What follows belongs to an exercise in optimizing a design on an open flow for small area, a short achievable clock period and few clock cycles; a production flow would make more cautious choices. RTL that was checked went through simulation tests only; none was proved equivalent to the original. For run 1, only the layout was checked, not whether the RTL still works. Power and IR drop assume default switching activity.

==> flow/design.v (outline; a module is shown in full before it is edited, if it fits) <==
// module booth_mul64: 959 lines
module booth_mul64(clk, reset_n, multiplier, multiplicand, op_start, op_clear, op_done, result);
  // ...
==> flow/flow/run.sh <==
#!/bin/bash
# Layout flow: the standard flow, with the port buffers made of the
# smallest plain buffer instead of the default delay buffer, and no dummy
# loads in the clock tree.
set -o pipefail
export BUFFER_PORTS_ARGS="-buffer_cell sky130_fd_sc_hd__buf_1"
export CTS_ARGS="-sink_clustering_enable -repair_clock_nets -dont_use_dummy_load"
bash standard.sh > standard.log 2>&1
==> flow/standard.sh <==
#!/bin/bash
# synth_recipe.tcl (not shown) runs the flow's synth.tcl, then flattens the netlist and writes it again
# the make line also repeats each setting of config.mk as NAME=value (left out here)
make -C /OpenROAD-flow-scripts/flow DESIGN_CONFIG=/design/flow/config.mk WORK_HOME=/design/flow/orfs CLKGATE_MAP_FILE= SYNTH_SCRIPT=/design/flow/synth_recipe.tcl "${@:-finish}"
==> flow/config.mk <==
export PLATFORM = sky130hd
export DESIGN_NAME = booth_mul64
export DESIGN_NICKNAME = booth_mul64
export VERILOG_FILES = /design/flow/design.v
export SDC_FILE = /design/flow/constraint.sdc
export NUM_CORES = 4
export LEC_CHECK = 0
export CAP_MARGIN = 20
export CORE_MARGIN = 2
export CORE_UTILIZATION = 40
export SETUP_SLACK_MARGIN = 4.0
export SLEW_MARGIN = 20
==> flow/constraint.sdc <==
create_clock -name core_clock -period 7.0 [get_ports {clk}]
set_input_delay 1.4000 -clock core_clock [delete_from_list [all_inputs] [get_ports {clk}]]
set_output_delay 1.4000 -clock core_clock [all_outputs]
set_load 0.01 [all_outputs]
==> qor.yml, run 1 <==
r2r_setup_slack_ns: 3.99
synth-edff-count: 64
grt_pass1_wl_um: 115800
post_cts_buffers: 15
met1_usage_pct: 33.51
synth-async-reset-ratio_pct: 2.310
clk_pin_slew_ns: 0.06
clock_path_buffers: 3
maxSlewHeadroom_pct: 25.77
first_pass_iters: 5
numPortBuffers: 260
root_buffer: "clkbuf_16"
dominant-cell-class: "multi-input combinational cells"
place_area_um2: 24740
ys_ff_latch: 303
cp-startpoint: "C[17]$_SDFF_PP0_"
power_frac_comb_pct: 60.7
slowest_delay_ns: 0.37
wl_um: 80000
layout-drive-gt1-share_pct: 12.62
nNetsFinal: 3031
clkbuf_count: 37
tightest_slew_ns: 1.111
hold_path_end: "cnt[0]$_DFF_PN0_"
n_all_buffers: 338
grt_use_total_pct: 25.09
wl_met1_um: 32210
end_kind: "register"
clockPowerShare_pct: 15.4
largest_register_ffs: 65
p_seq_w: 0.00256
setup_tns_ns: 0
postRouteAntennaNets: 0
crit_path_cell_trace: "ha_1, nand4_1, nor2_2, buf_4, a2bb2oi_2, o21ai_4, o21ai_4, o21bai_4, a211o_4, o311ai_4, mux2_4, o221ai_2"
crit_fanout: 5
clk_latency_ns: 0.56
synthSimpleGateAreaFrac_pct: 6.873
final_cell_area_um2: 27130
p_int_w: 0.005822
synth_common_cells: "inv_1 (344), fa_1 (255), dfxtp_1 (232)"
period_share_pct: 42.97
largest-register: "S"
leakage_nw: 11.26
reg2regPathDepth: 12
run_status: "no timing/DRC/antenna violations"
==> run 2, diff against run 1 <==
--- a/flow/design.v
+++ b/flow/design.v
@@ -24,271 +24,273 @@
   assign pp1[64:33] = (({32{bone1[1]}} | ~xe[64:33]) & ({32{btwo1[1]}} | ~x2e[64:33])) ^ {32{bneg1[1]}};
   wire [64:0] pp2;
   assign pp2[32:0] = (({33{bone0[2]}} & xe[32:0]) | ({33{btwo0[2]}} & x2e[32:0])) ^ {33{bneg0[2]}};
   assign pp2[64:33] = (({32{bone1[2]}} | ~xe[64:33]) & ({32{btwo1[2]}} | ~x2e[64:33])) ^ {32{bneg1[2]}};
   wire [64:0] pp3;
   assign pp3[32:0] = (({33{bone0[3]}} & xe[32:0]) | ({33{btwo0[3]}} & x2e[32:0])) ^ {33{bneg0[3]}};
   assign pp3[64:33] = (({32{bone1[3]}} | ~xe[64:33]) & ({32{btwo1[3]}} | ~x2e[64:33])) ^ {32{bneg1[3]}};
   wire c8;
+  reg first;
+  wire [64:0] Si = S & {65{~first}};
   wire hs0, hc0, fs1, fc1, fs2, fc2, hs3, hc3, fs4, fc4, fs5, fc5, fs6, fc6, fs7, fc7, fs8, fc8, fs9, fc9, fs10, fc10, fs11, fc11, fs12, fc12, fs13, fc13, fs14, fc14, fs15, fc15, fs16, fc16, fs17, fc17, fs18, fc18, fs19, fc19, fs20, fc20, fs21, fc21, fs22, fc22, fs23, fc23, fs24, fc24, fs25, fc25, fs26, fc26, fs27, fc27, fs28, fc28, fs29, fc29, fs30, fc30, fs31, fc31, fs32, fc32, fs33, fc33, fs34, fc34, fs35, fc35, fs36, fc36, fs37, fc37, fs38, fc38, fs39, fc39, fs40, fc40, fs41, fc41, fs42, fc42, fs43, fc43, fs44, fc44, fs45, fc45, fs46, fc46, fs47, fc47, fs48, fc48, fs49, fc49, fs50, fc50, fs51, fc51, fs52, fc52, fs53, fc53, fs54, fc54, fs55, fc55, fs56, fc56, fs57, fc57, fs58, fc58, fs59, fc59, fs60, fc60, fs61, fc61, fs62, fc62, fs63, fc63, fs64, fc64, fs65, fc65, fs66, fc66, fs67, fc67, fs68, fc68, fs69, fc69, fs70, fc70, fs71, fc71, fs72, fc72, fs73, fc73, fs74, fc74, fs75, fc75, fs76, fc76, fs77, fc77, fs78, fc78, fs79, fc79, fs80, fc80, fs81, fc81, fs82, fc82, fs83, fc83, fs84, fc84, fs85, fc85, fs86, fc86, fs87, fc87, fs88, fc88, fs89, fc89, fs90, fc90, fs91, fc91, fs92, fc92, fs93, fc93, fs94, fc94, fs95, fc95, fs96, fc96, fs97, fc97, fs98, fc98, fs99, fc99, fs100, fc100, fs101, fc101, fs102, fc102, fs103, fc103, fs104, fc104, fs105, fc105, fs106, fc106, fs107, fc107, fs108, fc108, fs109, fc109, fs110, fc110, fs111, fc111, fs112, fc112, fs113, fc113, fs114, fc114, fs115, fc115, fs116, fc116, fs117, fc117, fs118, fc118, fs119, fc119, fs120, fc120, hs121, hc121, hs122, hc122, fs123, fc123, fs124, fc124, fs125, fc125, fs126, fc126, fs127, fc127, fs128, fc128, fs129, fc129, fs130, fc130, fs131, fc131, fs132, fc132, fs133, fc133, fs134, fc134, fs135, fc135, fs136, fc136, fs137, fc137, fs138, fc138, fs139, fc139, fs140, fc140, fs141, fc141, fs142, fc142, fs143, fc143, fs144, fc144, fs145, fc145, fs146, fc146, fs147, fc147, fs148, fc148, fs149, fc149, fs150, fc150, fs151, fc151, fs152, fc152, fs153, fc153, fs154, fc154, fs155, fc155, fs156, fc156, fs157, fc157, fs158, fc158, fs159, fc159, fs160, fc160, fs161, fc161, fs162, fc162, fs163, fc163, fs164, fc164, fs165, fc165, fs166, fc166, fs167, fc167, fs168, fc168, fs169, fc169, fs170, fc170, fs171, fc171, fs172, fc172, fs173, fc173, fs174, fc174, fs175, fc175, fs176, fc176, fs177, fc177, fs178, fc178, fs179, fc179, fs180, fc180, fs181, fc181, fs182, fc182, fs183, fc183, fs184, fc184, fs185, fc185, fs186, fc186, fs187, fc187, hs188, hc188, hs189, hc189, fs190, fc190, fs191, fc191, fs192, fc192, fs193, fc193, fs194, fc194, fs195, fc195, fs196, fc196, fs197, fc197, fs198, fc198, fs199, fc199, fs200, fc200, fs201, fc201, fs202, fc202, fs203, fc203, fs204, fc204, fs205, fc205, fs206, fc206, fs207, fc207, fs208, fc208, fs209, fc209, fs210, fc210, fs211, fc211, fs212, fc212, fs213, fc213, fs214, fc214, fs215, fc215, fs216, fc216, fs217, fc217, fs218, fc218, fs219, fc219, fs220, fc220, fs221, fc221, fs222, fc222, fs223, fc223, fs224, fc224, fs225, fc225, fs226, fc226, fs227, fc227, fs228, fc228, fs229, fc229, fs230, fc230, fs231, fc231, fs232, fc232, fs233, fc233, fs234, fc234, fs235, fc235, fs236, fc236, fs237, fc237, fs238, fc238, fs239, fc239, fs240, fc240, fs241, fc241, fs242, fc242, fs243, fc243, fs244, fc244, fs245, fc245, fs246, fc246, fs247, fc247, fs248, fc248, fs249, fc249, fs250, fc250, fs251, fc251, fs252, fc252, fs253, fc253, fs254, fc254, fs255, fc255, fs256, fc256, fs257, fc257, hs258, hc258;
-  assign hs0 = S[4] ^ C[4];
-  assign hc0 = S[4] & C[4];
-  assign fs1 = S[5] ^ C[5] ^ pp0[5];
-  assign fc1 = (S[5] & C[5]) | (S[5] & pp0[5]) | (C[5] & pp0[5]);
-  assign fs2 = S[6] ^ C[6] ^ pp0[6];
-  assign fc2 = (S[6] & C[6]) | (S[6] & pp0[6]) | (C[6] & pp0[6]);
+  assign hs0 = C[4] ^ Si[4];
+  assign hc0 = C[4] & Si[4];
+  assign fs1 = C[5] ^ Si[5] ^ pp0[5];
+  assign fc1 = (C[5] & Si[5]) | (C[5] & pp0[5]) | (Si[5] & pp0[5]);
+  assign fs2 = C[6] ^ Si[6] ^ pp0[6];
+  assign fc2 = (C[6] & Si[6]) | (C[6] & pp0[6]) | (Si[6] & pp0[6]);
   assign hs3 = pp1[4] ^ pp2[2];
   assign hc3 = pp1[4] & pp2[2];
-  assign fs4 = S[7] ^ C[7] ^ pp0[7];
-  assign fc4 = (S[7] & C[7]) | (S[7] & pp0[7]) | (C[7] & pp0[7]);
+  assign fs4 = C[7] ^ Si[7] ^ pp0[7];
+  assign fc4 = (C[7] & Si[7]) | (C[7] & pp0[7]) | (Si[7] & pp0[7]);
   assign fs5 = pp1[5] ^ pp2[3] ^ pp3[1];
   assign fc5 = (pp1[5] & pp2[3]) | (pp1[5] & pp3[1]) | (pp2[3] & pp3[1]);
-  assign fs6 = S[8] ^ C[8] ^ pp0[8];
-  assign fc6 = (S[8] & C[8]) | (S[8] & pp0[8]) | (C[8] & pp0[8]);
+  assign fs6 = C[8] ^ Si[8] ^ pp0[8];
+  assign fc6 = (C[8] & Si[8]) | (C[8] & pp0[8]) | (Si[8] & pp0[8]);
   assign fs7 = pp1[6] ^ pp2[4] ^ pp3[2];
   assign fc7 = (pp1[6] & pp2[4]) | (pp1[6] & pp3[2]) | (pp2[4] & pp3[2]);
-  assign fs8 = S[9] ^ C[9] ^ pp0[9];
-  assign fc8 = (S[9] & C[9]) | (S[9] & pp0[9]) | (C[9] & pp0[9]);
+  assign fs8 = C[9] ^ Si[9] ^ pp0[9];
+  assign fc8 = (C[9] & Si[9]) | (C[9] & pp0[9]) | (Si[9] & pp0[9]);
   assign fs9 = pp1[7] ^ pp2[5] ^ pp3[3];
   assign fc9 = (pp1[7] & pp2[5]) | (pp1[7] & pp3[3]) | (pp2[5] & pp3[3]);
-  assign fs10 = S[10] ^ C[10] ^ pp0[10];
-  assign fc10 = (S[10] & C[10]) | (S[10] & pp0[10]) | (C[10] & pp0[10]);
+  assign fs10 = C[10] ^ Si[10] ^ pp0[10];
+  assign fc10 = (C[10] & Si[10]) | (C[10] & pp0[10]) | (Si[10] & pp0[10]);
   assign fs11 = pp1[8] ^ pp2[6] ^ pp3[4];
   assign fc11 = (pp1[8] & pp2[6]) | (pp1[8] & pp3[4]) | (pp2[6] & pp3[4]);
-  assign fs12 = S[11] ^ C[11] ^ pp0[11];
-  assign fc12 = (S[11] & C[11]) | (S[11] & pp0[11]) | (C[11] & pp0[11]);
+  assign fs12 = C[11] ^ Si[11] ^ pp0[11];
+  assign fc12 = (C[11] & Si[11]) | (C[11] & pp0[11]) | (Si[11] & pp0[11]);
   assign fs13 = pp1[9] ^ pp2[7] ^ pp3[5];
   assign fc13 = (pp1[9] & pp2[7]) | (pp1[9] & pp3[5]) | (pp2[7] & pp3[5]);
-  assign fs14 = S[12] ^ C[12] ^ pp0[12];
-  assign fc14 = (S[12] & C[12]) | (S[12] & pp0[12]) | (C[12] & pp0[12]);
+  assign fs14 = C[12] ^ Si[12] ^ pp0[12];
+  assign fc14 = (C[12] & Si[12]) | (C[12] & pp0[12]) | (Si[12] & pp0[12]);
   assign fs15 = pp1[10] ^ pp2[8] ^ pp3[6];
   assign fc15 = (pp1[10] & pp2[8]) | (pp1[10] & pp3[6]) | (pp2[8] & pp3[6]);
-  assign fs16 = S[13] ^ C[13] ^ pp0[13];
-  assign fc16 = (S[13] & C[13]) | (S[13] & pp0[13]) | (C[13] & pp0[13]);
+  assign fs16 = C[13] ^ Si[13] ^ pp0[13];
+  assign fc16 = (C[13] & Si[13]) | (C[13] & pp0[13]) | (Si[13] & pp0[13]);
   assign fs17 = pp1[11] ^ pp2[9] ^ pp3[7];
   assign fc17 = (pp1[11] & pp2[9]) | (pp1[11] & pp3[7]) | (pp2[9] & pp3[7]);
-  assign fs18 = S[14] ^ C[14] ^ pp0[14];
-  assign fc18 = (S[14] & C[14]) | (S[14] & pp0[14]) | (C[14] & pp0[14]);
+  assign fs18 = C[14] ^ Si[14] ^ pp0[14];
+  assign fc18 = (C[14] & Si[14]) | (C[14] & pp0[14]) | (Si[14] & pp0[14]);
   assign fs19 = pp1[12] ^ pp2[10] ^ pp3[8];
   assign fc19 = (pp1[12] & pp2[10]) | (pp1[12] & pp3[8]) | (pp2[10] & pp3[8]);
-  assign fs20 = S[15] ^ C[15] ^ pp0[15];
-  assign fc20 = (S[15] & C[15]) | (S[15] & pp0[15]) | (C[15] & pp0[15]);
+  assign fs20 = C[15] ^ Si[15] ^ pp0[15];
+  assign fc20 = (C[15] & Si[15]) | (C[15] & pp0[15]) | (Si[15] & pp0[15]);
   assign fs21 = pp1[13] ^ pp2[11] ^ pp3[9];
   assign fc21 = (pp1[13] & pp2[11]) | (pp1[13] & pp3[9]) | (pp2[11] & pp3[9]);
-  assign fs22 = S[16] ^ C[16] ^ pp0[16];
-  assign fc22 = (S[16] & C[16]) | (S[16] & pp0[16]) | (C[16] & pp0[16]);
+  assign fs22 = C[16] ^ Si[16] ^ pp0[16];
+  assign fc22 = (C[16] & Si[16]) | (C[16] & pp0[16]) | (Si[16] & pp0[16]);
   assign fs23 = pp1[14] ^ pp2[12] ^ pp3[10];
   assign fc23 = (pp1[14] & pp2[12]) | (pp1[14] & pp3[10]) | (pp2[12] & pp3[10]);
-  assign fs24 = S[17] ^ C[17] ^ pp0[17];
-  assign fc24 = (S[17] & C[17]) | (S[17] & pp0[17]) | (C[17] & pp0[17]);
+  assign fs24 = C[17] ^ Si[17] ^ pp0[17];
+  assign fc24 = (C[17] & Si[17]) | (C[17] & pp0[17]) | (Si[17] & pp0[17]);
   assign fs25 = pp1[15] ^ pp2[13] ^ pp3[11];
   assign fc25 = (pp1[15] & pp2[13]) | (pp1[15] & pp3[11]) | (pp2[13] & pp3[11]);
-  assign fs26 = S[18] ^ C[18] ^ pp0[18];
-  assign fc26 = (S[18] & C[18]) | (S[18] & pp0[18]) | (C[18] & pp0[18]);
+  assign fs26 = C[18] ^ Si[18] ^ pp0[18];
+  assign fc26 = (C[18] & Si[18]) | (C[18] & pp0[18]) | (Si[18] & pp0[18]);
   assign fs27 = pp1[16] ^ pp2[14] ^ pp3[12];
   assign fc27 = (pp1[16] & pp2[14]) | (pp1[16] & pp3[12]) | (pp2[14] & pp3[12]);
-  assign fs28 = S[19] ^ C[19] ^ pp0[19];
-  assign fc28 = (S[19] & C[19]) | (S[19] & pp0[19]) | (C[19] & pp0[19]);
+  assign fs28 = C[19] ^ Si[19] ^ pp0[19];
+  assign fc28 = (C[19] & Si[19]) | (C[19] & pp0[19]) | (Si[19] & pp0[19]);
   assign fs29 = pp1[17] ^ pp2[15] ^ pp3[13];
   assign fc29 = (pp1[17] & pp2[15]) | (pp1[17] & pp3[13]) | (pp2[15] & pp3[13]);
-  assign fs30 = S[20] ^ C[20] ^ pp0[20];
-  assign fc30 = (S[20] & C[20]) | (S[20] & pp0[20]) | (C[20] & pp0[20]);
+  assign fs30 = C[20] ^ Si[20] ^ pp0[20];
+  assign fc30 = (C[20] & Si[20]) | (C[20] & pp0[20]) | (Si[20] & pp0[20]);
   assign fs31 = pp1[18] ^ pp2[16] ^ pp3[14];
   assign fc31 = (pp1[18] & pp2[16]) | (pp1[18] & pp3[14]) | (pp2[16] & pp3[14]);
-  assign fs32 = S[21] ^ C[21] ^ pp0[21];
-  assign fc32 = (S[21] & C[21]) | (S[21] & pp0[21]) | (C[21] & pp0[21]);
+  assign fs32 = C[21] ^ Si[21] ^ pp0[21];
+  assign fc32 = (C[21] & Si[21]) | (C[21] & pp0[21]) | (Si[21] & pp0[21]);
   assign fs33 = pp1[19] ^ pp2[17] ^ pp3[15];
   assign fc33 = (pp1[19] & pp2[17]) | (pp1[19] & pp3[15]) | (pp2[17] & pp3[15]);
-  assign fs34 = S[22] ^ C[22] ^ pp0[22];
-  assign fc34 = (S[22] & C[22]) | (S[22] & pp0[22]) | (C[22] & pp0[22]);
+  assign fs34 = C[22] ^ Si[22] ^ pp0[22];
+  assign fc34 = (C[22] & Si[22]) | (C[22] & pp0[22]) | (Si[22] & pp0[22]);
   assign fs35 = pp1[20] ^ pp2[18] ^ pp3[16];
   assign fc35 = (pp1[20] & pp2[18]) | (pp1[20] & pp3[16]) | (pp2[18] & pp3[16]);
-  assign fs36 = S[23] ^ C[23] ^ pp0[23];
-  assign fc36 = (S[23] & C[23]) | (S[23] & pp0[23]) | (C[23] & pp0[23]);
+  assign fs36 = C[23] ^ Si[23] ^ pp0[23];
+  assign fc36 = (C[23] & Si[23]) | (C[23] & pp0[23]) | (Si[23] & pp0[23]);
   assign fs37 = pp1[21] ^ pp2[19] ^ pp3[17];
   assign fc37 = (pp1[21] & pp2[19]) | (pp1[21] & pp3[17]) | (pp2[19] & pp3[17]);
-  assign fs38 = S[24] ^ C[24] ^ pp0[24];
-  assign fc38 = (S[24] & C[24]) | (S[24] & pp0[24]) | (C[24] & pp0[24]);
+  assign fs38 = C[24] ^ Si[24] ^ pp0[24];
+  assign fc38 = (C[24] & Si[24]) | (C[24] & pp0[24]) | (Si[24] & pp0[24]);
   assign fs39 = pp1[22] ^ pp2[20] ^ pp3[18];
   assign fc39 = (pp1[22] & pp2[20]) | (pp1[22] & pp3[18]) | (pp2[20] & pp3[18]);
-  assign fs40 = S[25] ^ C[25] ^ pp0[25];
-  assign fc40 = (S[25] & C[25]) | (S[25] & pp0[25]) | (C[25] & pp0[25]);
+  assign fs40 = C[25] ^ Si[25] ^ pp0[25];
+  assign fc40 = (C[25] & Si[25]) | (C[25] & pp0[25]) | (Si[25] & pp0[25]);
   assign fs41 = pp1[23] ^ pp2[21] ^ pp3[19];
   assign fc41 = (pp1[23] & pp2[21]) | (pp1[23] & pp3[19]) | (pp2[21] & pp3[19]);
-  assign fs42 = S[26] ^ C[26] ^ pp0[26];
-  assign fc42 = (S[26] & C[26]) | (S[26] & pp0[26]) | (C[26] & pp0[26]);
+  assign fs42 = C[26] ^ Si[26] ^ pp0[26];
+  assign fc42 = (C[26] & Si[26]) | (C[26] & pp0[26]) | (Si[26] & pp0[26]);
   assign fs43 = pp1[24] ^ pp2[22] ^ pp3[20];
   assign fc43 = (pp1[24] & pp2[22]) | (pp1[24] & pp3[20]) | (pp2[22] & pp3[20]);
-  assign fs44 = S[27] ^ C[27] ^ pp0[27];
-  assign fc44 = (S[27] & C[27]) | (S[27] & pp0[27]) | (C[27] & pp0[27]);
+  assign fs44 = C[27] ^ Si[27] ^ pp0[27];
+  assign fc44 = (C[27] & Si[27]) | (C[27] & pp0[27]) | (Si[27] & pp0[27]);
   assign fs45 = pp1[25] ^ pp2[23] ^ pp3[21];
   assign fc45 = (pp1[25] & pp2[23]) | (pp1[25] & pp3[21]) | (pp2[23] & pp3[21]);
-  assign fs46 = S[28] ^ C[28] ^ pp0[28];
-  assign fc46 = (S[28] & C[28]) | (S[28] & pp0[28]) | (C[28] & pp0[28]);
+  assign fs46 = C[28] ^ Si[28] ^ pp0[28];
+  assign fc46 = (C[28] & Si[28]) | (C[28] & pp0[28]) | (Si[28] & pp0[28]);
   assign fs47 = pp1[26] ^ pp2[24] ^ pp3[22];
   assign fc47 = (pp1[26] & pp2[24]) | (pp1[26] & pp3[22]) | (pp2[24] & pp3[22]);
-  assign fs48 = S[29] ^ C[29] ^ pp0[29];
-  assign fc48 = (S[29] & C[29]) | (S[29] & pp0[29]) | (C[29] & pp0[29]);
+  assign fs48 = C[29] ^ Si[29] ^ pp0[29];
+  assign fc48 = (C[29] & Si[29]) | (C[29] & pp0[29]) | (Si[29] & pp0[29]);
   assign fs49 = pp1[27] ^ pp2[25] ^ pp3[23];
   assign fc49 = (pp1[27] & pp2[25]) | (pp1[27] & pp3[23]) | (pp2[25] & pp3[23]);
-  assign fs50 = S[30] ^ C[30] ^ pp0[30];
-  assign fc50 = (S[30] & C[30]) | (S[30] & pp0[30]) | (C[30] & pp0[30]);
+  assign fs50 = C[30] ^ Si[30] ^ pp0[30];
+  assign fc50 = (C[30] & Si[30]) | (C[30] & pp0[30]) | (Si[30] & pp0[30]);
   assign fs51 = pp1[28] ^ pp2[26] ^ pp3[24];
   assign fc51 = (pp1[28] & pp2[26]) | (pp1[28] & pp3[24]) | (pp2[26] & pp3[24]);
-  assign fs52 = S[31] ^ C[31] ^ pp0[31];
-  assign fc52 = (S[31] & C[31]) | (S[31] & pp0[31]) | (C[31] & pp0[31]);
+  assign fs52 = C[31] ^ Si[31] ^ pp0[31];
+  assign fc52 = (C[31] & Si[31]) | (C[31] & pp0[31]) | (Si[31] & pp0[31]);
   assign fs53 = pp1[29] ^ pp2[27] ^ pp3[25];
   assign fc53 = (pp1[29] & pp2[27]) | (pp1[29] & pp3[25]) | (pp2[27] & pp3[25]);
-  assign fs54 = S[32] ^ C[32] ^ pp0[32];
-  assign fc54 = (S[32] & C[32]) | (S[32] & pp0[32]) | (C[32] & pp0[32]);
+  assign fs54 = C[32] ^ Si[32] ^ pp0[32];
+  assign fc54 = (C[32] & Si[32]) | (C[32] & pp0[32]) | (Si[32] & pp0[32]);
   assign fs55 = pp1[30] ^ pp2[28] ^ pp3[26];
   assign fc55 = (pp1[30] & pp2[28]) | (pp1[30] & pp3[26]) | (pp2[28] & pp3[26]);
-  assign fs56 = S[33] ^ C[33] ^ pp0[33];
-  assign fc56 = (S[33] & C[33]) | (S[33] & pp0[33]) | (C[33] & pp0[33]);
+  assign fs56 = C[33] ^ Si[33] ^ pp0[33];
+  assign fc56 = (C[33] & Si[33]) | (C[33] & pp0[33]) | (Si[33] & pp0[33]);
   assign fs57 = pp1[31] ^ pp2[29] ^ pp3[27];
   assign fc57 = (pp1[31] & pp2[29]) | (pp1[31] & pp3[27]) | (pp2[29] & pp3[27]);
-  assign fs58 = S[34] ^ C[34] ^ pp0[34];
-  assign fc58 = (S[34] & C[34]) | (S[34] & pp0[34]) | (C[34] & pp0[34]);
+  assign fs58 = C[34] ^ Si[34] ^ pp0[34];
+  assign fc58 = (C[34] & Si[34]) | (C[34] & pp0[34]) | (Si[34] & pp0[34]);
   assign fs59 = pp1[32] ^ pp2[30] ^ pp3[28];
   assign fc59 = (pp1[32] & pp2[30]) | (pp1[32] & pp3[28]) | (pp2[30] & pp3[28]);
-  assign fs60 = S[35] ^ C[35] ^ pp0[35];
-  assign fc60 = (S[35] & C[35]) | (S[35] & pp0[35]) | (C[35] & pp0[35]);
+  assign fs60 = C[35] ^ Si[35] ^ pp0[35];
+  assign fc60 = (C[35] & Si[35]) | (C[35] & pp0[35]) | (Si[35] & pp0[35]);
   assign fs61 = pp1[33] ^ pp2[31] ^ pp3[29];
   assign fc61 = (pp1[33] & pp2[31]) | (pp1[33] & pp3[29]) | (pp2[31] & pp3[29]);
-  assign fs62 = S[36] ^ C[36] ^ pp0[36];
-  assign fc62 = (S[36] & C[36]) | (S[36] & pp0[36]) | (C[36] & pp0[36]);
+  assign fs62 = C[36] ^ Si[36] ^ pp0[36];
+  assign fc62 = (C[36] & Si[36]) | (C[36] & pp0[36]) | (Si[36] & pp0[36]);
   assign fs63 = pp1[34] ^ pp2[32] ^ pp3[30];
   assign fc63 = (pp1[34] & pp2[32]) | (pp1[34] & pp3[30]) | (pp2[32] & pp3[30]);
-  assign fs64 = S[37] ^ C[37] ^ pp0[37];
-  assign fc64 = (S[37] & C[37]) | (S[37] & pp0[37]) | (C[37] & pp0[37]);
+  assign fs64 = C[37] ^ Si[37] ^ pp0[37];
+  assign fc64 = (C[37] & Si[37]) | (C[37] & pp0[37]) | (Si[37] & pp0[37]);
   assign fs65 = pp1[35] ^ pp2[33] ^ pp3[31];
   assign fc65 = (pp1[35] & pp2[33]) | (pp1[35] & pp3[31]) | (pp2[33] & pp3[31]);
-  assign fs66 = S[38] ^ C[38] ^ pp0[38];
-  assign fc66 = (S[38] & C[38]) | (S[38] & pp0[38]) | (C[38] & pp0[38]);
+  assign fs66 = C[38] ^ Si[38] ^ pp0[38];
+  assign fc66 = (C[38] & Si[38]) | (C[38] & pp0[38]) | (Si[38] & pp0[38]);
   assign fs67 = pp1[36] ^ pp2[34] ^ pp3[32];
   assign fc67 = (pp1[36] & pp2[34]) | (pp1[36] & pp3[32]) | (pp2[34] & pp3[32]);
-  assign fs68 = S[39] ^ C[39] ^ pp0[39];
-  assign fc68 = (S[39] & C[39]) | (S[39] & pp0[39]) | (C[39] & pp0[39]);
+  assign fs68 = C[39] ^ Si[39] ^ pp0[39];
+  assign fc68 = (C[39] & Si[39]) | (C[39] & pp0[39]) | (Si[39] & pp0[39]);
   assign fs69 = pp1[37] ^ pp2[35] ^ pp3[33];
   assign fc69 = (pp1[37] & pp2[35]) | (pp1[37] & pp3[33]) | (pp2[35] & pp3[33]);
-  assign fs70 = S[40] ^ C[40] ^ pp0[40];
-  assign fc70 = (S[40] & C[40]) | (S[40] & pp0[40]) | (C[40] & pp0[40]);
+  assign fs70 = C[40] ^ Si[40] ^ pp0[40];
+  assign fc70 = (C[40] & Si[40]) | (C[40] & pp0[40]) | (Si[40] & pp0[40]);
   assign fs71 = pp1[38] ^ pp2[36] ^ pp3[34];
   assign fc71 = (pp1[38] & pp2[36]) | (pp1[38] & pp3[34]) | (pp2[36] & pp3[34]);
-  assign fs72 = S[41] ^ C[41] ^ pp0[41];
-  assign fc72 = (S[41] & C[41]) | (S[41] & pp0[41]) | (C[41] & pp0[41]);
+  assign fs72 = C[41] ^ Si[41] ^ pp0[41];
+  assign fc72 = (C[41] & Si[41]) | (C[41] & pp0[41]) | (Si[41] & pp0[41]);
   assign fs73 = pp1[39] ^ pp2[37] ^ pp3[35];
   assign fc73 = (pp1[39] & pp2[37]) | (pp1[39] & pp3[35]) | (pp2[37] & pp3[35]);
-  assign fs74 = S[42] ^ C[42] ^ pp0[42];
-  assign fc74 = (S[42] & C[42]) | (S[42] & pp0[42]) | (C[42] & pp0[42]);
+  assign fs74 = C[42] ^ Si[42] ^ pp0[42];
+  assign fc74 = (C[42] & Si[42]) | (C[42] & pp0[42]) | (Si[42] & pp0[42]);
   assign fs75 = pp1[40] ^ pp2[38] ^ pp3[36];
   assign fc75 = (pp1[40] & pp2[38]) | (pp1[40] & pp3[36]) | (pp2[38] & pp3[36]);
-  assign fs76 = S[43] ^ C[43] ^ pp0[43];
-  assign fc76 = (S[43] & C[43]) | (S[43] & pp0[43]) | (C[43] & pp0[43]);
+  assign fs76 = C[43] ^ Si[43] ^ pp0[43];
+  assign fc76 = (C[43] & Si[43]) | (C[43] & pp0[43]) | (Si[43] & pp0[43]);
   assign fs77 = pp1[41] ^ pp2[39] ^ pp3[37];
   assign fc77 = (pp1[41] & pp2[39]) | (pp1[41] & pp3[37]) | (pp2[39] & pp3[37]);
-  assign fs78 = S[44] ^ C[44] ^ pp0[44];
-  assign fc78 = (S[44] & C[44]) | (S[44] & pp0[44]) | (C[44] & pp0[44]);
+  assign fs78 = C[44] ^ Si[44] ^ pp0[44];
+  assign fc78 = (C[44] & Si[44]) | (C[44] & pp0[44]) | (Si[44] & pp0[44]);
   assign fs79 = pp1[42] ^ pp2[40] ^ pp3[38];
   assign fc79 = (pp1[42] & pp2[40]) | (pp1[42] & pp3[38]) | (pp2[40] & pp3[38]);
-  assign fs80 = S[45] ^ C[45] ^ pp0[45];
-  assign fc80 = (S[45] & C[45]) | (S[45] & pp0[45]) | (C[45] & pp0[45]);
+  assign fs80 = C[45] ^ Si[45] ^ pp0[45];
+  assign fc80 = (C[45] & Si[45]) | (C[45] & pp0[45]) | (Si[45] & pp0[45]);
   assign fs81 = pp1[43] ^ pp2[41] ^ pp3[39];
   assign fc81 = (pp1[43] & pp2[41]) | (pp1[43] & pp3[39]) | (pp2[41] & pp3[39]);
-  assign fs82 = S[46] ^ C[46] ^ pp0[46];
-  assign fc82 = (S[46] & C[46]) | (S[46] & pp0[46]) | (C[46] & pp0[46]);
+  assign fs82 = C[46] ^ Si[46] ^ pp0[46];
+  assign fc82 = (C[46] & Si[46]) | (C[46] & pp0[46]) | (Si[46] & pp0[46]);
   assign fs83 = pp1[44] ^ pp2[42] ^ pp3[40];
   assign fc83 = (pp1[44] & pp2[42]) | (pp1[44] & pp3[40]) | (pp2[42] & pp3[40]);
-  assign fs84 = S[47] ^ C[47] ^ pp0[47];
-  assign fc84 = (S[47] & C[47]) | (S[47] & pp0[47]) | (C[47] & pp0[47]);
+  assign fs84 = C[47] ^ Si[47] ^ pp0[47];
+  assign fc84 = (C[47] & Si[47]) | (C[47] & pp0[47]) | (Si[47] & pp0[47]);
   assign fs85 = pp1[45] ^ pp2[43] ^ pp3[41];
   assign fc85 = (pp1[45] & pp2[43]) | (pp1[45] & pp3[41]) | (pp2[43] & pp3[41]);
-  assign fs86 = S[48] ^ C[48] ^ pp0[48];
-  assign fc86 = (S[48] & C[48]) | (S[48] & pp0[48]) | (C[48] & pp0[48]);
+  assign fs86 = C[48] ^ Si[48] ^ pp0[48];
+  assign fc86 = (C[48] & Si[48]) | (C[48] & pp0[48]) | (Si[48] & pp0[48]);
   assign fs87 = pp1[46] ^ pp2[44] ^ pp3[42];
   assign fc87 = (pp1[46] & pp2[44]) | (pp1[46] & pp3[42]) | (pp2[44] & pp3[42]);
-  assign fs88 = S[49] ^ C[49] ^ pp0[49];
-  assign fc88 = (S[49] & C[49]) | (S[49] & pp0[49]) | (C[49] & pp0[49]);
+  assign fs88 = C[49] ^ Si[49] ^ pp0[49];
+  assign fc88 = (C[49] & Si[49]) | (C[49] & pp0[49]) | (Si[49] & pp0[49]);
   assign fs89 = pp1[47] ^ pp2[45] ^ pp3[43];
   assign fc89 = (pp1[47] & pp2[45]) | (pp1[47] & pp3[43]) | (pp2[45] & pp3[43]);
-  assign fs90 = S[50] ^ C[50] ^ pp0[50];
-  assign fc90 = (S[50] & C[50]) | (S[50] & pp0[50]) | (C[50] & pp0[50]);
+  assign fs90 = C[50] ^ Si[50] ^ pp0[50];
+  assign fc90 = (C[50] & Si[50]) | (C[50] & pp0[50]) | (Si[50] & pp0[50]);
   assign fs91 = pp1[48] ^ pp2[46] ^ pp3[44];
   assign fc91 = (pp1[48] & pp2[46]) | (pp1[48] & pp3[44]) | (pp2[46] & pp3[44]);
-  assign fs92 = S[51] ^ C[51] ^ pp0[51];
-  assign fc92 = (S[51] & C[51]) | (S[51] & pp0[51]) | (C[51] & pp0[51]);
+  assign fs92 = C[51] ^ Si[51] ^ pp0[51];
+  assign fc92 = (C[51] & Si[51]) | (C[51] & pp0[51]) | (Si[51] & pp0[51]);
   assign fs93 = pp1[49] ^ pp2[47] ^ pp3[45];
   assign fc93 = (pp1[49] & pp2[47]) | (pp1[49] & pp3[45]) | (pp2[47] & pp3[45]);
-  assign fs94 = S[52] ^ C[52] ^ pp0[52];
-  assign fc94 = (S[52] & C[52]) | (S[52] & pp0[52]) | (C[52] & pp0[52]);
+  assign fs94 = C[52] ^ Si[52] ^ pp0[52];
+  assign fc94 = (C[52] & Si[52]) | (C[52] & pp0[52]) | (Si[52] & pp0[52]);
   assign fs95 = pp1[50] ^ pp2[48] ^ pp3[46];
   assign fc95 = (pp1[50] & pp2[48]) | (pp1[50] & pp3[46]) | (pp2[48] & pp3[46]);
-  assign fs96 = S[53] ^ C[53] ^ pp0[53];
-  assign fc96 = (S[53] & C[53]) | (S[53] & pp0[53]) | (C[53] & pp0[53]);
+  assign fs96 = C[53] ^ Si[53] ^ pp0[53];
+  assign fc96 = (C[53] & Si[53]) | (C[53] & pp0[53]) | (Si[53] & pp0[53]);
   assign fs97 = pp1[51] ^ pp2[49] ^ pp3[47];
   assign fc97 = (pp1[51] & pp2[49]) | (pp1[51] & pp3[47]) | (pp2[49] & pp3[47]);
-  assign fs98 = S[54] ^ C[54] ^ pp0[54];
-  assign fc98 = (S[54] & C[54]) | (S[54] & pp0[54]) | (C[54] & pp0[54]);
+  assign fs98 = C[54] ^ Si[54] ^ pp0[54];
+  assign fc98 = (C[54] & Si[54]) | (C[54] & pp0[54]) | (Si[54] & pp0[54]);
   assign fs99 = pp1[52] ^ pp2[50] ^ pp3[48];
   assign fc99 = (pp1[52] & pp2[50]) | (pp1[52] & pp3[48]) | (pp2[50] & pp3[48]);
-  assign fs100 = S[55] ^ C[55] ^ pp0[55];
-  assign fc100 = (S[55] & C[55]) | (S[55] & pp0[55]) | (C[55] & pp0[55]);
+  assign fs100 = C[55] ^ Si[55] ^ pp0[55];
+  assign fc100 = (C[55] & Si[55]) | (C[55] & pp0[55]) | (Si[55] & pp0[55]);
   assign fs101 = pp1[53] ^ pp2[51] ^ pp3[49];
   assign fc101 = (pp1[53] & pp2[51]) | (pp1[53] & pp3[49]) | (pp2[51] & pp3[49]);
-  assign fs102 = S[56] ^ C[56] ^ pp0[56];
-  assign fc102 = (S[56] & C[56]) | (S[56] & pp0[56]) | (C[56] & pp0[56]);
+  assign fs102 = C[56] ^ Si[56] ^ pp0[56];
+  assign fc102 = (C[56] & Si[56]) | (C[56] & pp0[56]) | (Si[56] & pp0[56]);
   assign fs103 = pp1[54] ^ pp2[52] ^ pp3[50];
   assign fc103 = (pp1[54] & pp2[52]) | (pp1[54] & pp3[50]) | (pp2[52] & pp3[50]);
-  assign fs104 = S[57] ^ C[57] ^ pp0[57];
-  assign fc104 = (S[57] & C[57]) | (S[57] & pp0[57]) | (C[57] & pp0[57]);
+  assign fs104 = C[57] ^ Si[57] ^ pp0[57];
+  assign fc104 = (C[57] & Si[57]) | (C[57] & pp0[57]) | (Si[57] & pp0[57]);
   assign fs105 = pp1[55] ^ pp2[53] ^ pp3[51];
   assign fc105 = (pp1[55] & pp2[53]) | (pp1[55] & pp3[51]) | (pp2[53] & pp3[51]);
-  assign fs106 = S[58] ^ C[58] ^ pp0[58];
-  assign fc106 = (S[58] & C[58]) | (S[58] & pp0[58]) | (C[58] & pp0[58]);
+  assign fs106 = C[58] ^ Si[58] ^ pp0[58];
+  assign fc106 = (C[58] & Si[58]) | (C[58] & pp0[58]) | (Si[58] & pp0[58]);
   assign fs107 = pp1[56] ^ pp2[54] ^ pp3[52];
   assign fc107 = (pp1[56] & pp2[54]) | (pp1[56] & pp3[52]) | (pp2[54] & pp3[52]);
-  assign fs108 = S[59] ^ C[59] ^ pp0[59];
-  assign fc108 = (S[59] & C[59]) | (S[59] & pp0[59]) | (C[59] & pp0[59]);
+  assign fs108 = C[59] ^ Si[59] ^ pp0[59];
+  assign fc108 = (C[59] & Si[59]) | (C[59] & pp0[59]) | (Si[59] & pp0[59]);
   assign fs109 = pp1[57] ^ pp2[55] ^ pp3[53];
   assign fc109 = (pp1[57] & pp2[55]) | (pp1[57] & pp3[53]) | (pp2[55] & pp3[53]);
-  assign fs110 = S[60] ^ C[60] ^ pp0[60];
-  assign fc110 = (S[60] & C[60]) | (S[60] & pp0[60]) | (C[60] & pp0[60]);
+  assign fs110 = C[60] ^ Si[60] ^ pp0[60];
+  assign fc110 = (C[60] & Si[60]) | (C[60] & pp0[60]) | (Si[60] & pp0[60]);
   assign fs111 = pp1[58] ^ pp2[56] ^ pp3[54];
   assign fc111 = (pp1[58] & pp2[56]) | (pp1[58] & pp3[54]) | (pp2[56] & pp3[54]);
-  assign fs112 = S[61] ^ C[61] ^ pp0[61];
-  assign fc112 = (S[61] & C[61]) | (S[61] & pp0[61]) | (C[61] & pp0[61]);
+  assign fs112 = C[61] ^ Si[61] ^ pp0[61];
+  assign fc112 = (C[61] & Si[61]) | (C[61] & pp0[61]) | (Si[61] & pp0[61]);
   assign fs113 = pp1[59] ^ pp2[57] ^ pp3[55];
   assign fc113 = (pp1[59] & pp2[57]) | (pp1[59] & pp3[55]) | (pp2[57] & pp3[55]);
-  assign fs114 = S[62] ^ C[62] ^ pp0[62];
-  assign fc114 = (S[62] & C[62]) | (S[62] & pp0[62]) | (C[62] & pp0[62]);
+  assign fs114 = C[62] ^ Si[62] ^ pp0[62];
+  assign fc114 = (C[62] & Si[62]) | (C[62] & pp0[62]) | (Si[62] & pp0[62]);
   assign fs115 = pp1[60] ^ pp2[58] ^ pp3[56];
   assign fc115 = (pp1[60] & pp2[58]) | (pp1[60] & pp3[56]) | (pp2[58] & pp3[56]);
-  assign fs116 = S[63] ^ C[63] ^ pp0[63];
-  assign fc116 = (S[63] & C[63]) | (S[63] & pp0[63]) | (C[63] & pp0[63]);
+  assign fs116 = C[63] ^ Si[63] ^ pp0[63];
+  assign fc116 = (C[63] & Si[63]) | (C[63] & pp0[63]) | (Si[63] & pp0[63]);
   assign fs117 = pp1[61] ^ pp2[59] ^ pp3[57];
   assign fc117 = (pp1[61] & pp2[59]) | (pp1[61] & pp3[57]) | (pp2[59] & pp3[57]);
-  assign fs118 = S[64] ^ C[64] ^ ~pp0[64];
-  assign fc118 = (S[64] & C[64]) | (S[64] & ~pp0[64]) | (C[64] & ~pp0[64]);
+  assign fs118 = C[64] ^ Si[64] ^ ~pp0[64];
+  assign fc118 = (C[64] & Si[64]) | (C[64] & ~pp0[64]) | (Si[64] & ~pp0[64]);
   assign fs119 = pp1[62] ^ pp2[60] ^ pp3[58];
   assign fc119 = (pp1[62] & pp2[60]) | (pp1[62] & pp3[58]) | (pp2[60] & pp3[58]);
   assign fs120 = 1'b1 ^ pp1[63] ^ pp2[61];
   assign fc120 = (1'b1 & pp1[63]) | (1'b1 & pp2[61]) | (pp1[63] & pp2[61]);
-  assign hs121 = S[0] ^ C[0];
-  assign hc121 = S[0] & C[0];
-  assign hs122 = S[1] ^ C[1];
-  assign hc122 = S[1] & C[1];
-  assign fs123 = S[2] ^ C[2] ^ pp0[2];
-  assign fc123 = (S[2] & C[2]) | (S[2] & pp0[2]) | (C[2] & pp0[2]);
-  assign fs124 = S[3] ^ C[3] ^ pp0[3];
-  assign fc124 = (S[3] & C[3]) | (S[3] & pp0[3]) | (C[3] & pp0[3]);
-  assign fs125 = hs0 ^ pp0[4] ^ pp1[2];
-  assign fc125 = (hs0 & pp0[4]) | (hs0 & pp1[2]) | (pp0[4] & pp1[2]);
-  assign fs126 = hc0 ^ pp1[3] ^ pp2[1];
-  assign fc126 = (hc0 & pp1[3]) | (hc0 & pp2[1]) | (pp1[3] & pp2[1]);
+  assign hs121 = C[0] ^ Si[0];
+  assign hc121 = C[0] & Si[0];
+  assign hs122 = C[1] ^ Si[1];
+  assign hc122 = C[1] & Si[1];
+  assign fs123 = C[2] ^ Si[2] ^ pp0[2];
+  assign fc123 = (C[2] & Si[2]) | (C[2] & pp0[2]) | (Si[2] & pp0[2]);
+  assign fs124 = C[3] ^ Si[3] ^ pp0[3];
+  assign fc124 = (C[3] & Si[3]) | (C[3] & pp0[3]) | (Si[3] & pp0[3]);
+  assign fs125 = pp0[4] ^ pp1[2] ^ pp2[0];
+  assign fc125 = (pp0[4] & pp1[2]) | (pp0[4] & pp2[0]) | (pp1[2] & pp2[0]);
+  assign fs126 = pp1[3] ^ pp2[1] ^ hc0;
+  assign fc126 = (pp1[3] & pp2[1]) | (pp1[3] & hc0) | (pp2[1] & hc0);
   assign fs127 = pp3[0] ^ hs3 ^ fc1;
   assign fc127 = (pp3[0] & hs3) | (pp3[0] & fc1) | (hs3 & fc1);
   assign fs128 = hc3 ^ fc2 ^ fs4;
   assign fc128 = (hc3 & fc2) | (hc3 & fs4) | (fc2 & fs4);
   assign fs129 = fc4 ^ fc5 ^ fs6;
   assign fc129 = (fc4 & fc5) | (fc4 & fs6) | (fc5 & fs6);
   assign fs130 = fc6 ^ fc7 ^ fs8;
   assign fc130 = (fc6 & fc7) | (fc6 & fs8) | (fc7 & fs8);
@@ -403,30 +405,30 @@
   assign fs185 = fc116 ^ fc117 ^ fs118;
   assign fc185 = (fc116 & fc117) | (fc116 & fs118) | (fc117 & fs118);
   assign fs186 = pp3[59] ^ fc118 ^ fc119;
   assign fc186 = (pp3[59] & fc118) | (pp3[59] & fc119) | (fc118 & fc119);
   assign fs187 = ~pp1[64] ^ pp2[62] ^ pp3[60];
   assign fc187 = (~pp1[64] & pp2[62]) | (~pp1[64] & pp3[60]) | (pp2[62] & pp3[60]);
   assign hs188 = 1'b1 ^ pp2[63];
   assign hc188 = 1'b1 & pp2[63];
-  assign hs189 = hs121 ^ pp0[0];
-  assign hc189 = hs121 & pp0[0];
-  assign fs190 = hc121 ^ hs122 ^ pp0[1];
-  assign fc190 = (hc121 & hs122) | (hc121 & pp0[1]) | (hs122 & pp0[1]);
-  assign fs191 = hc122 ^ pp1[0] ^ fs123;
-  assign fc191 = (hc122 & pp1[0]) | (hc122 & fs123) | (pp1[0] & fs123);
+  assign hs189 = pp0[0] ^ c8;
+  assign hc189 = pp0[0] & c8;
+  assign fs190 = pp0[1] ^ hc121 ^ hs122;
+  assign fc190 = (pp0[1] & hc121) | (pp0[1] & hs122) | (hc121 & hs122);
+  assign fs191 = pp1[0] ^ hc122 ^ fs123;
+  assign fc191 = (pp1[0] & hc122) | (pp1[0] & fs123) | (hc122 & fs123);
   assign fs192 = pp1[1] ^ fc123 ^ fs124;
   assign fc192 = (pp1[1] & fc123) | (pp1[1] & fs124) | (fc123 & fs124);
-  assign fs193 = pp2[0] ^ fc124 ^ fs125;
-  assign fc193 = (pp2[0] & fc124) | (pp2[0] & fs125) | (fc124 & fs125);
+  assign fs193 = hs0 ^ fc124 ^ fs125;
+  assign fc193 = (hs0 & fc124) | (hs0 & fs125) | (fc124 & fs125);
   assign fs194 = fc125 ^ fs1 ^ fs126;
   assign fc194 = (fc125 & fs1) | (fc125 & fs126) | (fs1 & fs126);
-  assign fs195 = fc126 ^ fs2 ^ fs127;
-  assign fc195 = (fc126 & fs2) | (fc126 & fs127) | (fs2 & fs127);
+  assign fs195 = fs2 ^ fc126 ^ fs127;
+  assign fc195 = (fs2 & fc126) | (fs2 & fs127) | (fc126 & fs127);
   assign fs196 = fs5 ^ fc127 ^ fs128;
   assign fc196 = (fs5 & fc127) | (fs5 & fs128) | (fc127 & fs128);
   assign fs197 = fs7 ^ fc128 ^ fs129;
   assign fc197 = (fs7 & fc128) | (fs7 & fs129) | (fc128 & fs129);
   assign fs198 = fs9 ^ fc129 ^ fs130;
   assign fc198 = (fs9 & fc129) | (fs9 & fs130) | (fc129 & fs130);
   assign fs199 = fs11 ^ fc130 ^ fs131;
   assign fc199 = (fs11 & fc130) | (fs11 & fs131) | (fc130 & fs131);
@@ -543,17 +545,17 @@
   assign fs255 = fc120 ^ fs187 ^ fc186;
   assign fc255 = (fc120 & fs187) | (fc120 & fc186) | (fs187 & fc186);
   assign fs256 = pp3[61] ^ hs188 ^ fc187;
   assign fc256 = (pp3[61] & hs188) | (pp3[61] & fc187) | (hs188 & fc187);
   assign fs257 = ~pp2[64] ^ pp3[62] ^ hc188;
   assign fc257 = (~pp2[64] & pp3[62]) | (~pp2[64] & hc188) | (pp3[62] & hc188);
   assign hs258 = 1'b1 ^ pp3[63];
   assign hc258 = 1'b1 & pp3[63];
-  wire [72:0] TS = {1'b0, 1'b1, hc258, fc257, fc256, fc255, fc254, fc253, fc252, fc251, fc250, fc249, fc248, fc247, fc246, fc245, fc244, fc243, fc242, fc241, fc240, fc239, fc238, fc237, fc236, fc235, fc234, fc233, fc232, fc231, fc230, fc229, fc228, fc227, fc226, fc225, fc224, fc223, fc222, fc221, fc220, fc219, fc218, fc217, fc216, fc215, fc214, fc213, fc212, fc211, fc210, fc209, fc208, fc207, fc206, fc205, fc204, fc203, fc202, fc201, fc200, fc199, fc198, fc197, fc196, fc195, fc194, fc193, fc192, fc191, fc190, hc189, c8};
+  wire [72:0] TS = {1'b0, 1'b1, hc258, fc257, fc256, fc255, fc254, fc253, fc252, fc251, fc250, fc249, fc248, fc247, fc246, fc245, fc244, fc243, fc242, fc241, fc240, fc239, fc238, fc237, fc236, fc235, fc234, fc233, fc232, fc231, fc230, fc229, fc228, fc227, fc226, fc225, fc224, fc223, fc222, fc221, fc220, fc219, fc218, fc217, fc216, fc215, fc214, fc213, fc212, fc211, fc210, fc209, fc208, fc207, fc206, fc205, fc204, fc203, fc202, fc201, fc200, fc199, fc198, fc197, fc196, fc195, fc194, fc193, fc192, fc191, fc190, hc189, hs121};
   wire [72:0] TC = {1'b0, 1'b0, ~pp3[64], hs258, fs257, fs256, fs255, fs254, fs253, fs252, fs251, fs250, fs249, fs248, fs247, fs246, fs245, fs244, fs243, fs242, fs241, fs240, fs239, fs238, fs237, fs236, fs235, fs234, fs233, fs232, fs231, fs230, fs229, fs228, fs227, fs226, fs225, fs224, fs223, fs222, fs221, fs220, fs219, fs218, fs217, fs216, fs215, fs214, fs213, fs212, fs211, fs210, fs209, fs208, fs207, fs206, fs205, fs204, fs203, fs202, fs201, fs200, fs199, fs198, fs197, fs196, fs195, fs194, fs193, fs192, fs191, fs190, hs189};
   wire [71:0] aa = {S[63:0], SL};
   wire [71:0] bb = {C[63:0], CL};
   wire [71:0] pg_p = aa ^ bb;
   wire [71:0] pg_g = aa & bb;
   wire G1_1 = pg_g[0] | (pg_p[0] & 1'b0);
   wire G1_3 = pg_g[2] | (pg_p[2] & pg_g[1]);
   wire P1_3 = pg_p[2] & pg_p[1];
@@ -927,33 +929,32 @@
   generate for (g = 0; g < 32; g = g + 1) begin : ni
     assign ninit[2*g] = mx[2*g+2] & ~(mx[2*g+1] & mx[2*g]);
     assign ninit[2*g+1] = 1'b0;
   end endgenerate
   always @(posedge clk or negedge reset_n)
     if (!reset_n) begin
       st_idle <= 1'b1; st_busy <= 1'b0; st_cpa <= 1'b0; st_done <= 1'b0;
       cnt <= 3'd0;
+      first <= 1'b0;
     end else begin
       st_idle <= op_clear | (st_idle & ~op_start);
       st_busy <= ~op_clear & ((st_idle & op_start) | (st_busy & (cnt != 3'd7)));
       st_cpa  <= ~op_clear & st_busy & (cnt == 3'd7);
       st_done <= ~op_clear & (st_cpa | st_done);
       cnt <= st_busy ? cnt + 3'd1 : 3'd0;
+      first <= st_idle;
     end
   always @(posedge clk) begin
     M <= multiplicand;
     bone0 <= n_one; btwo0 <= n_two; bneg0 <= n_neg;
     bone1 <= ~n_one; btwo1 <= ~n_two; bneg1 <= ~n_neg;
     if (st_idle) PL <= multiplier;
     else if (st_busy | st_cpa) PL <= {sum[7:0], PL[63:8]};
-    if (st_idle) begin
-      S <= {1'b1, ninit};
-      C <= 65'd0; SL <= 8'd0; CL <= 8'd0;
-    end else if (st_busy) begin
-      S <= TS[72:8]; C <= TC[72:8];
-      SL <= TS[7:0]; CL <= TC[7:0];
+    if (st_busy) S <= TS[72:8];
+    else S[63:0] <= sum[71:8];
+    if (st_busy) begin
+      C <= TC[72:8]; SL <= TS[7:0]; CL <= TC[7:0];
     end else begin
-      S[63:0] <= sum[71:8];
-      C <= 65'd0; SL <= 8'd0; CL <= 8'd0;
+      C <= {st_idle, ninit & {64{st_idle}}}; SL <= 8'd0; CL <= 8'd0;
     end
   end
 endmodule
==> flow/config.mk (replaced) <==
export PLATFORM = sky130hd
export DESIGN_NAME = booth_mul64
export DESIGN_NICKNAME = booth_mul64
export VERILOG_FILES = /design/flow/design.v
export SDC_FILE = /design/flow/constraint.sdc
export NUM_CORES = 4
export LEC_CHECK = 0
export CAP_MARGIN = 20
export CORE_MARGIN = 2
export CORE_UTILIZATION = 40
export SETUP_SLACK_MARGIN = 3.7
export SLEW_MARGIN = 20
==> qor.yml, run 2 <==
synth_common_cells: "xnor2_1 (287), fa_1 (255), dfxtp_1 (232)"
clk_pin_slew_ns: 0.06  # about the same
critPathKind: "reg -> reg"
fmax_mhz: 312.4
clock_path_buffers: 3  # unchanged
die-width_um: 241.2
synth_fp_nets: 2621
nFillCells: 5347
clk_latency_ns: 0.56  # about the same
dieArea_um2: 58170
grt-ovfl-total: 0
antenna_found_initial: 1
grt_pass1_wl_um: 106700  # -7.8%
drt_iter0_markers: 1368
power.density_nw_per_um2: 477.4
synth-edff-count: 64  # unchanged
synth.avg_cell_area_um2: 10.47
leakage_nw: 9.597  # -15%
drv_cap: 0
start_util_pct: 40.68
maxSlewHeadroom_pct: 29.31  # +3.5 points
dp_cells: 3015
cts_hold_buf: 0
top_level_ports: 261
numCtsBuffers: 39
vias: 17020
nNetsFinal: 2780  # -8.3%
grt_pass1_vias: 17430
first_pass_iters: 6  # +1
layout_common_cells: "xnor2_1 (287), buf_1 (260), fa_1 (255)"
synthCells: 2149
final_common_cell: "xnor2_1"
wl_um: 69900  # -13%
fin_cells: 3054
tightest_slew_ns: 1.060  # -0.05050 ns
seq_area_um2: 6813
period_share_pct: 45.73  # +2.8 points
end_kind: "register"
ys_top_cells_by_area: "fa_1 (23%), dfxtp_1 (21%), xnor2_1 (11%), edfxtp_1 (8.5%), ha_1 (4.7%)"
synth_top_area_share_pct: 22.69
yosysMostFrequentCell: "xnor2_1"
ir_drop_mv: 0.2315
ys_seq_area_share_pct: 30.08
ys_ff_latch: 304  # +0.33%
grt_max_degree: 93
ys_warn_count: 1
layout-drive-gt1-share_pct: 6.852  # -5.8 points
numPortBuffers: 260  # unchanged
multi_input_area_um2: 14850
run_status: "no timing/DRC/antenna violations"
min_period_ns: 3.201
routabilityCongestion: 0.9084
root_buffer: "clkbuf_16"
startpoint_type: "register"
cp.arrival_ns: 3.65
rows: 86
post_drt_wl_per_cell_um: 22.89
min-delay-path-class: "reg -> reg"
slew_viol_final: 0
clock-sinks: 304
synth_cell_types: 61
setup_viol: 0
die_y_um: 241.2
dominantRegCellSynth: "dfxtp_1"
synth-async-reset-ratio_pct: 2.632  # +0.32 points
crit_fanout: 4  # -1
viasPerCell: 5.574
setup_tns_ns: 0  # unchanged
core_area_um2: 55310
cp.required_ns: 7.44
cts_tree: "done"
grt_use_total_pct: 24.30  # -0.78 points
dp_hpwl_um: 52730
rsz0062_at_grt: "true"
clock_skew_ns: 0.02073
synth_top_area_cell: "fa_1"
hold_violations: 0
synth_area_um2: 22500
drc: 0
cts_max_level: 2
syn_to_final_growth_pct: 11.25
postRouteAntennaNets: 0  # unchanged
n_antenna_cell: 0
## run 2: cell types whose count changed after synthesis, moves of 38 or more
cell,previous run,this run
inv_1,344,88
nor2b_1,6,64
o21ai_0,57,95
nand2_1,124,162
xnor2_1,153,287
buf_4,64,0
xor2_1,160,28
## run 2: report_power, final
part           switching [W]  internal (W)
combinational        0.00408       0.00330
clock               0.000741      0.000974
sequential          0.000558       0.00230
## run 2: worst paths after layout
kind                             startpoint             endpoint  slack (ns)  cells past startpoint
setup / recovery           C[21]$_SDFF_PN0_  result[119]$_DFF_P_        3.80                      9
hold / removal             cnt[0]$_DFF_PN0_     cnt[0]$_DFF_PN0_        0.45                      1
setup reg to reg           C[21]$_SDFF_PN0_  result[119]$_DFF_P_        3.80                      9
hold reg to reg            cnt[0]$_DFF_PN0_     cnt[0]$_DFF_PN0_        0.45                      1
max in group asynchronous           reset_n    st_busy$_DFF_PN0_        5.90                      1
min in group asynchronous           reset_n     st_cpa$_DFF_PN0_        0.75                      1
## run 2: logic make-up after synthesis
logic type               Yosys count  share of synthesized area, %
adder cells (fa/ha/maj)          340                         27.41
multiplexers                      62                         3.069
XOR/XNOR                         315                         12.26
AND/OR/NAND/NOR                  390                         8.563
flip-flops                       304                         30.08
AO/OA/AOI/OAI                    488                         14.31
buffers and inverters            250                         4.304
## run 2: final cells by class
cell class | instances | share of cell area [%]
flip-flops and latches | 304 | 27.22
repair buffers | 279 | 4.483
clock buffers | 39 | 3.899
well taps | 748 | 3.739
inverters | 89 | 1.335
multi-input cells | 1595 | 59.33
## run 2: layer usage
layer  global-route usage, %  vias up  part of all wire (%)
li1                        -     7693                     -
met1                   31.63     8524                    41
met2                   41.15      681                    50
met3                   3.832      123                   6.2
met4                   8.268        2                   3.4
met5                       0        -                 0.014
## run 2: critical path: stages, from the launching register on
cell	delay [ns]
dfxtp_1	0.33
ha_1	0.35
and4_1	0.27
nand2_1	0.16
nor4_4	0.39
o21ai_2	0.18
a2111oi_4	0.44
a21o_1	0.27
fa_1	0.44
mux2_2	0.26
## run 2: per-stage QoR
stage / util [%] / power (W) / instance area, µm² / hold slack (ns) / setup WS [ns]
2_1_floorplan: - / 0.007827 / 22500 / 0.4031 / 3.923
3_3_place_gp: 43.29 / 0.01010 / 23940 / 0.4146 / 3.345
3_5_place_dp: 43.29 / 0.01022 / 23940 / 0.4316 / 3.433
4_1_cts: 45.14 / 0.01204 / 24970 / 0.4437 / 3.686
5_1_grt: 45.26 / 0.01302 / 25030 / 0.4798 / 3.631
6_report: 45.26 / 0.01195 / 25030 / 0.4456 / 3.799
## run 2: what timing repair did
item                       in CTS  in global routing
pin swaps                       0                  2
resized for setup              11                 17
buffers inserted                0                  0
setup endpoints to repair      80                 38
Testbench counts of run 2, summed over its fixed seeds: cycles 6,144.
==> run 3, diff against run 2 <==
--- a/flow/config.mk
+++ b/flow/config.mk
@@ -8,5 +8,5 @@
 export CAP_MARGIN = 20
 export CORE_MARGIN = 2
 export CORE_UTILIZATION = 40
-export SETUP_SLACK_MARGIN = 3.7
+export SETUP_SLACK_MARGIN = 4.0
 export SLEW_MARGIN = 20
==> qor.yml, run 3 <==
run_status: "no timing/DRC/antenna violations"
routabilityCongestion: 0.9125  # +0.45%
synth_top_area_cell: "fa_1"
power_switching_w: 0.005526  # +2.8%
synth_cell_types: 61  # unchanged
tightest_slew_ns: 0.7812  # -0.2791 ns
post_drt_wl_per_cell_um: 23.64  # +3.3%
root_buffer: "clkbuf_16"
place_area_um2: 23960  # about the same
drc: 0  # unchanged
synthCells: 2149  # unchanged
core_area_um2: 55310  # unchanged
clock_path_buffers: 3  # unchanged
viasPerCell: 5.639  # +1.2%
setup_viol: 0  # unchanged
period_share_pct: 42.99  # -2.7 points
slowest_delay_ns: 0.62  # +0.18 ns
cts_max_level: 2  # unchanged
cp.arrival_ns: 3.45  # -0.20 ns
nNetsFinal: 2805  # +0.90%
clk_pin_slew_ns: 0.05  # about the same
crit_path_cell_trace: "ha_4, nand4_1, or4_4, a2111oi_4, a21o_1, fa_1, mux2_2"
wl_um: 72800  # +4.2%
rsz0062_at_grt: "true"
r2r_setup_slack_ns: 3.99  # +0.19 ns
postRouteAntennaNets: 0  # unchanged
clock_skew_ns: 0.04748  # +0.02675 ns
grt_max_degree: 87  # -6.5%
antenna_found_initial: 1  # unchanged
fin_util_pct: 46.94  # +1.7 points
numPortBuffers: 260  # unchanged
dominantRegCellSynth: "dfxtp_1"
cts_tree: "done"
grt_use_met2_pct: 41.94  # +0.78 points
synth-edff-count: 64  # unchanged
fmax_mhz: 332.3  # +6.4%
clk_latency_ns: 0.57  # about the same
end_kind: "register"
syn_to_final_growth_pct: 15.38
start_util_pct: 40.68  # unchanged
hold_ws_ns: 0.4313  # -0.01430 ns
synth.avg_cell_area_um2: 10.47  # unchanged
dieArea_um2: 58170  # unchanged
min-delay-path-class: "reg -> reg"
crit_fanout: 5  # +1
n_antenna_cell: 0  # unchanged
slowest_stage: "or4_4"
met1_usage_pct: 32.29  # +0.67 points
power_frac_comb_pct: 62.5  # +0.8 points
final_common_cell: "xnor2_1"
grt_use_total_pct: 24.65  # +0.34 points
p_int_w: 0.006803  # +3.5%
maxSlewHeadroom_pct: 46.43  # +17 points
p_sw_share_pct: 44.82  # -0.16 points
critPathKind: "reg -> reg"
clock-sinks: 304  # unchanged
drt_iter0_markers: 1582  # +16%
use_met3_pct: 3.500  # -0.33 points
synth-async-reset-ratio_pct: 2.632  # unchanged
pwr-share-seq_pct: 23.7  # -0.2 points
layout_common_cells: "xnor2_1 (287), buf_1 (260), fa_1 (254)"
die_y_um: 241.2  # unchanged
setup_tns_ns: 0  # unchanged
yosysMostFrequentCell: "xnor2_1"
layout-drive-gt1-share_pct: 11.93  # +5.1 points
power.density_nw_per_um2: 474.9  # -0.53%
synth_fp_nets: 2621  # unchanged
rows: 86  # unchanged
die-width_um: 241.2  # unchanged
ys_top_cells_by_area: "fa_1 (23%), dfxtp_1 (21%), xnor2_1 (11%), edfxtp_1 (8.5%), ha_1 (4.7%)"
synth_area_um2: 22500  # unchanged
cts_hold_buf: 0  # unchanged
startpoint_type: "register"
synth_top_area_share_pct: 22.69  # unchanged
drv_cap: 0  # unchanged
grt_pass1_vias: 17680  # +1.4%
vias: 17360  # +2.0%
synth_common_cells: "xnor2_1 (287), fa_1 (255), dfxtp_1 (232)"
ys_warn_count: 1  # unchanged
ir_drop_mv: 0.2867  # +24%
first_pass_iters: 6  # unchanged
dp_hpwl_um: 52860  # +0.25%
grt-ovfl-total: 0  # unchanged
slew_viol_final: 0  # unchanged
hold_violations: 0  # unchanged
cp.required_ns: 7.45  # about the same
grt_pass1_wl_um: 108700  # +1.8%
clockPowerShare_pct: 13.7  # -0.6 points
final_cell_area_um2: 25960  # +3.7%
numCtsBuffers: 38  # -2.6%
top_level_ports: 261  # unchanged
power_w: 0.01233  # +3.2%
leakage_nw: 9.821  # +2.3%
busiest_layer: "met2"
ys_seq_area_share_pct: 30.08  # unchanged
min_period_ns: 3.009  # -0.1922 ns
ys_ff_latch: 304  # unchanged
## run 3: cell counts after synthesis
Identical to the previous run, type by type.
## run 3: layer usage
metal / up-vias / wire length (µm)
met1: 8833 / 29810
li1: 7725 / -
met4: 2 / 2558
met2: 671 / 35810
met3: 131 / 4611
met5: - / 13
## run 3: cell type report
class                   count  area [µm²]
clock buffers              38       950.9
flip-flops and latches    304        6863
well taps                 748       935.9
multi-input cells        1595       15360
repair buffers            305        1521
inverters                  89       334.1
fillers                  5283       29350
## run 3: repair_timing
| action | in CTS | in global routing |
|---|---|---|
| hold endpoints to repair | 0 | 0 |
| gates resized for setup | 59 | 117 |
| cloned | 0 | 4 |
| endpoints found under the setup margin | 135 | 81 |
| pin swaps | 11 | 33 |
| setup buffers | 7 | 13 |
## run 3: cells by family (layout without fill, tap and decap cells)
family | count (synthesis) | count (layout) | share of synthesized area [%]
AOI/OAI and AO/OA | 488 | 488 | 14.31
xor gates and xnor gates | 315 | 315 | 12.26
adders and majority gates | 340 | 340 | 27.41
buffers and inverters | 250 | 432 | 4.304
DFF | 304 | 304 | 30.08
muxes | 62 | 62 | 3.069
and+or+nand+nor | 390 | 390 | 8.563
## run 3: worst max-delay path, delay by kind of cell, from the launching register on
kind                     cells  cell delay (ns)
flip-flops                   1             0.36
AO/OA/AOI/OAI                2             0.68
adder cells (fa/ha/maj)      2             0.74
multiplexers                 1             0.27
AND/OR/NAND/NOR              2             0.83
## run 3: final timing paths
path,start,cells past startpoint,endpoint
max in group asynchronous,reset_n,1,first$_DFF_PN0_
max,result[107]$_DFF_P_,7,result[119]$_DFF_P_
min,cnt[0]$_DFF_PN0_,1,cnt[0]$_DFF_PN0_
min in group asynchronous,reset_n,1,cnt[2]$_DFF_PN0_
min reg2reg,cnt[0]$_DFF_PN0_,1,cnt[0]$_DFF_PN0_
max reg2reg,result[107]$_DFF_P_,7,result[119]$_DFF_P_
## run 3: through the flow
step / cells / setup slack [ns]
detailed placement: 3017 / 3.393
global route: 3079 / 3.914
floorplan: 2149 / 3.972
finish: 3079 / 3.991
global placement: 3017 / 3.411
CTS: 3062 / 3.970
## run 3: power by group through the flow
stage	clock network, W	logic [W]	registers [W]
6_report	0.00169	0.00771	0.00293
5_1_grt	0.00179	0.00863	0.00299
4_1_cts	0.00174	0.00744	0.00286
3_5_place_dp	0	0.00727	0.00288
3_3_place_gp	0	0.00719	0.00286
2_1_floorplan	0	0.00512	0.00270

re-timing with driven ports:
No port has a modelled driver above. Below, the same layouts with a new extraction and two added sets of constraints. Step 1, drivers: a clkbuf_16 drives clk and a buf_2 each remaining input, both assumed. Step 2, shift: input delay + t, output delay - t, t = (earliest + latest rising clock arrival at the registers) / 2. This alone moves slack from input paths to output paths. a / b / c = no drivers / after step 1 / after step 2; a / b = the first two.
run	shift t [ns]	slack for setup (ns)	hold slack, ns	worst setup path after step 2	worst register clock-pin slew, ns
run 1	0.607	3.992 / 3.992 / 3.992	0.429 / 0.429 / 0.429	register to register	0.06 / 0.06
run 2	0.603	3.799 / 3.799 / 3.799	0.446 / 0.446 / 0.446	register to register	0.06 / 0.06
run 3	0.606	3.991 / 3.991 / 3.788	0.431 / 0.431 / 0.431	input to register	0.06 / 0.06
After both steps every run listed still meets setup and hold. For run 3, which loses most, drivers alone change the setup slack by 0.000 ns; drivers and shift together by -0.203 ns.
